This is an optimization exercise on Yosys and OpenROAD, whose aim is small area and a short achievable clock period, not a production implementation.
The RTL was checked by simulation tests, not by an equivalence proof against the original design.
Power is estimated from default activity; no workload was simulated.

## 06-20
==> flow/design.v <==
module MedianFilter#
  (parameter row = 430, col = 554)
  (input            clk,
  input signed[31:0]pixel,
  input       [7:0] data_in_0, data_in_1, data_in_2,
  input       [7:0] data_in_3, data_in_4, data_in_5,
  input       [7:0] data_in_6, data_in_7, data_in_8,
  output            done,
  output reg  [7:0]data_filtered);
  function [1:0] fa;
    input a, b, c;
    fa = {~((~a & ~b) | (~a & ~c) | (~b & ~c)), ~(~a ^ b ^ c)};
  endfunction
  function gek;
    input [17:0] x;
    input [17:0] k;
    integer i;
    reg g;
    begin
      g = 1'b1;
      for (i = 0; i < 18; i = i + 1)
        g = k[i] ? (x[i] & g) : (x[i] | g);
      gek = g;
    end
  endfunction
  function ge8;
    input [7:0] a, b;
    integer i;
    reg g;
    begin
      g = a[0] | ~b[0];
      for (i = 1; i < 8; i = i + 1)
        g = ~((~a[i] & b[i]) | (~a[i] & ~g) | (b[i] & ~g));
      ge8 = g;
    end
  endfunction
  function [7:0] med3;
    input [7:0] a, b, c;
    input       mid;
    reg gab, gbc, gac, sa, sb, sc;
    begin
      gab = ge8(a, b);
      gbc = ge8(b, c);
      gac = ge8(a, c);
      sa  = ~mid & (gab ^ gac);
      sb  = mid | ~(gab ^ gbc);
      sc  = ~mid & (gac ^ gbc);
      med3 = ({8{sa}} & a) | ({8{sb}} & b) | ({8{sc}} & c);
    end
  endfunction
  wire [17:0] s = pixel[17:0];
  wire lo18 = ~pixel[31] & ~|pixel[30:18];      
  wire inimg = lo18 & ~gek(s, 18'd238220);      
  wire fl = ~pixel[31] & ~|pixel[30:9] & ~gek({9'd0, pixel[8:0]}, 18'd430);
  wire fr = inimg & gek(s, 18'd237790);
  wire lr = fl | fr;
  wire [1:0] l0 = fa(s[1], s[5], s[9]);        
  wire [1:0] l1 = fa(s[13], s[17], s[0]);      
  wire [1:0] l2 = fa(s[2], s[6], s[10]);       
  wire [1:0] l3 = fa(s[3], s[7], s[11]);       
  wire [1:0] l4 = fa(s[4], s[8], s[12]);       
  wire [1:0] m0 = fa(l0[0], l1[0], l4[1]);     
  wire [1:0] m1 = fa(l2[0], s[14], l0[1]);     
  wire [1:0] m2 = fa(l3[0], s[15], l2[1]);     
  wire [1:0] m3 = fa(l4[0], s[16], l3[1]);     
  wire [1:0] n1 = fa(m1[0], l1[1], m0[1]);     
  wire [1:0] n2 = fa(m2[0], m1[1], n1[1]);     
  wire [1:0] n3 = fa(m3[0], m2[1], n2[1]);     
  wire [1:0] n0 = fa(m0[0], m3[1], n3[1]);     
  wire z5 = (~n3[0] & ~n2[0] & ~n1[0] & ~n0[1] & ~n0[0]) |
             (~n3[0] & ~n2[0] & n1[0] & n0[1] & n0[0]) |
             (~n3[0] & n2[0] & ~n1[0] & ~n0[1] & n0[0]) |
             (n3[0] & ~n2[0] & ~n1[0] & n0[1] & ~n0[0]) |
             (n3[0] & ~n2[0] & n1[0] & ~n0[1] & ~n0[0]) |
             (n3[0] & n2[0] & ~n1[0] & n0[1] & n0[0]) |
             (n3[0] & n2[0] & n1[0] & ~n0[1] & n0[0]);
  wire [1:0] f0 = fa(s[1], ~s[8], s[15]);      
  wire [1:0] f1 = fa(s[2], ~s[9], s[16]);      
  wire [1:0] f2 = fa(s[3], ~s[10], s[17]);     
  wire [1:0] g3 = fa(s[4], ~s[11], f2[1]);     
  wire [1:0] g4 = fa(s[5], ~s[12], g3[1]);     
  wire [1:0] g5 = fa(s[6], ~s[13], g4[1]);     
  wire [1:0] g6 = fa(s[7], ~s[14], g5[1]);     
  wire [1:0] h0 = fa(f0[0], s[0], ~g6[1]);     
  wire [1:0] h1 = fa(f1[0], f0[1], h0[1]);     
  wire [1:0] h2 = fa(f2[0], f1[1], h1[1]);     
  wire z43 = (~g6[0] & g5[0] & ~g4[0] & ~g3[0] & h2[1] & ~h2[0] & h1[0] & ~h0[0]) |
              (~g6[0] & g5[0] & ~g4[0] & g3[0] & ~h2[1] & ~h2[0] & h1[0] & ~h0[0]) |
              (g6[0] & ~g5[0] & ~g4[0] & g3[0] & h2[1] & h2[0] & ~h1[0] & h0[0]) |
              (g6[0] & ~g5[0] & g4[0] & ~g3[0] & ~h2[1] & h2[0] & ~h1[0] & h0[0]) |
              (g6[0] & g5[0] & g4[0] & g3[0] & h2[1] & ~h2[0] & ~h1[0] & ~h0[0]);
  wire tb = inimg & z43 & z5;
  wire [7:0] m0r = med3(data_in_0, data_in_1, data_in_2, lr);
  wire [7:0] m1r = med3(data_in_3, data_in_4, data_in_5, lr);
  wire [7:0] m2r = med3(data_in_6, data_in_7, data_in_8, lr);
  always @(posedge clk)
    data_filtered <= med3(m0r, m1r, m2r, tb);
  MedianFilter_done u_done (.pixel(pixel), .done(done));
endmodule
module MedianFilter_done
  (input signed [31:0] pixel,
   output              done);
  wire ge = pixel[17] & pixel[16] & pixel[15] &
            (pixel[14] | pixel[13] & (pixel[12] | pixel[11] | pixel[10] |
             pixel[9] & (pixel[8] | pixel[7] & (pixel[6] | pixel[5] | pixel[4] |
             pixel[3] & (pixel[2] | pixel[1] & pixel[0])))));
  assign done = ~pixel[31] & (|pixel[30:18] | ge);
endmodule
==> flow/config.mk <==
export PLATFORM = sky130hd
export DESIGN_NAME = MedianFilter
export DESIGN_NICKNAME = MedianFilter
export VERILOG_FILES = /design/flow/design.v
export SDC_FILE = /design/flow/constraint.sdc
export NUM_CORES = 4
export LEC_CHECK = 0
export CAP_MARGIN = 20
export CORE_MARGIN = 2
export CORE_UTILIZATION = 40
export CTS_BUF_LIST = sky130_fd_sc_hd__clkbuf_2
export SLEW_MARGIN = 20
==> flow/constraint.sdc <==
create_clock -name core_clock -period 33.0 [get_ports {clk}]
set_input_delay 6.6000 -clock core_clock [delete_from_list [all_inputs] [get_ports {clk}]]
set_output_delay 6.6000 -clock core_clock [all_outputs]
set_load 0.01 [all_outputs]
standard.sh (not shown) runs the stock make flow with config.mk's settings and CLKGATE_MAP_FILE= SYNTH_SCRIPT=/design/flow/synth_recipe.tcl, a recipe that flattens the netlist after the stock synthesis.
==> flow/flow/run.sh <==
#!/bin/bash
# Layout flow: the standard flow, except that
#  - synthesis maps the logic with an area-oriented ABC script (flow/area.abc);
#    everything else in synthesis, registers included, is as standard.sh synth does it;
#  - the helper module MedianFilter_done (the done output) is mapped for speed
#    with ORFS's own speed script, apart from the rest;
#  - after synthesis, full adders are flipped where that saves inverters
#    (flow/fa_polarity.py), kept only if Yosys proves the result equivalent;
#  - the port buffers are the smallest buffer, sky130_fd_sc_hd__buf_1.
# Each tool's output goes to a log file of its own in this folder.
set -euo pipefail
W=$PWD
R=$W/orfs/results/$FLOW_PLATFORM/MedianFilter/base

# 1. The standard synthesis, kept for reference.
bash standard.sh synth > 1_standard_synth.log 2>&1
cp $R/1_2_yosys.v $W/standard_1_2_yosys.v

# 2. The same synthesis with the area ABC script; it replaces 1_2_yosys.v.
MY_ABC_SCRIPT=$W/flow/area.abc MY_FAST_MODULE=MedianFilter_done SYNTH_KEEP_MODULES=MedianFilter_done make -C $FLOW_HOME DESIGN_CONFIG=$W/config.mk \
  WORK_HOME=$W/orfs CLKGATE_MAP_FILE= SYNTH_SCRIPT=$W/flow/my_synth.tcl \
  do-yosys > 2_area_synth.log 2>&1
cp $W/orfs/logs/$FLOW_PLATFORM/MedianFilter/base/1_2_yosys.log $W/2_area_synth_yosys.log

# The registers must be the standard synthesis's: same names, same cells.
regs() { grep -E '^\s*sky130_fd_sc_hd__(df|ed|sd)[a-z0-9_]*\s' "$1" | awk '{print $1, $2}' | sort; }
if ! diff <(regs $W/standard_1_2_yosys.v) <(regs $R/1_2_yosys.v) > 3_register_check.log 2>&1; then
  echo "register mismatch" >> 3_register_check.log
  exit 1
fi

# 2b. Full-adder polarity (a full adder is self-dual), checked by a SAT proof.
YOSYS=$FLOW_HOME/../tools/install/yosys/bin/yosys
[[ -x $YOSYS ]] || YOSYS=yosys
cp $R/1_2_yosys.v $W/area_1_2_yosys.v
if python3 $W/flow/fa_polarity.py $W/area_1_2_yosys.v $W/pol_1_2_yosys.v > 4_fa_polarity.log 2>&1; then
  sed -e "s#@LIB@#$FLOW_HOME/platforms/$FLOW_PLATFORM/lib/sky130_fd_sc_hd__tt_025C_1v80.lib#" \
      -e "s#@GOLD@#$W/area_1_2_yosys.v#" -e "s#@GATE@#$W/pol_1_2_yosys.v#" \
      $W/flow/equiv.ys.in > $W/equiv.ys
  if $YOSYS -s $W/equiv.ys > 5_fa_polarity_equiv.log 2>&1; then
    cp $W/pol_1_2_yosys.v $R/1_2_yosys.v
    echo "fa_polarity: netlist replaced" >> 4_fa_polarity.log
  else
    echo "fa_polarity: not proven, netlist kept" >> 4_fa_polarity.log
  fi
fi

# 3. The rest of the standard flow, from 1_synth.odb to the final DEF.
BUFFER_PORTS_ARGS="-buffer_cell sky130_fd_sc_hd__buf_1" bash standard.sh finish > 6_layout.log 2>&1
Other scripts of this flow, unchanged in this note and not shown: flow/flow/area.abc, flow/flow/equiv.ys.in, flow/flow/fa_polarity.py, flow/flow/my_synth.tcl
06-20: all stages complete, timing, DRC and antenna checks passed
The following lists how 04-28 was set up differently from 06-20:
- setting CTS_CLUSTER_SIZE to 10 for the first time
- setting CTS_CLUSTER_DIAMETER to 200 for the first time
## What came out
- Compared with 06-20, 04-28 improves worst hold slack.
- Status: clock network fraction of design power parity (06-20, 04-28)
- 06-20 → 04-28: final critical-path required period lost 20 ps, areal power density over the cells neither gained nor lost much.

separate check: timing with driven ports:
The results above use ideal ports. As a check the final layouts listed here were re-extracted and re-timed, cells and wires unchanged.
Step 1 sets driving cells, clkbuf_16 on the clock port and buf_2 on the other inputs (assumed; they add their load-dependent delay and slew).
Step 2, shift: input delay + t, output delay - t, t = (earliest + latest rising clock arrival at the registers) / 2. This alone moves slack from input paths to output paths.
a / b / c = ideal ports / drivers / drivers and shift; a / b = the first two.
run | t, ns | setup WS [ns] | worst hold slack (ns) | clock arrival spread, ns | worst data-port slew with drivers (ns)
06-20 | 0.246 | 18.694 / 18.674 / 18.674 | 6.830 / 6.838 / 7.011 | 0.000 / 0.000 | 0.04
04-28 | 0.237 | 18.714 / 18.694 / 18.694 | 6.837 / 6.842 / 7.007 | 0.004 / 0.004 | 0.04
After both steps every run listed still meets setup and hold.
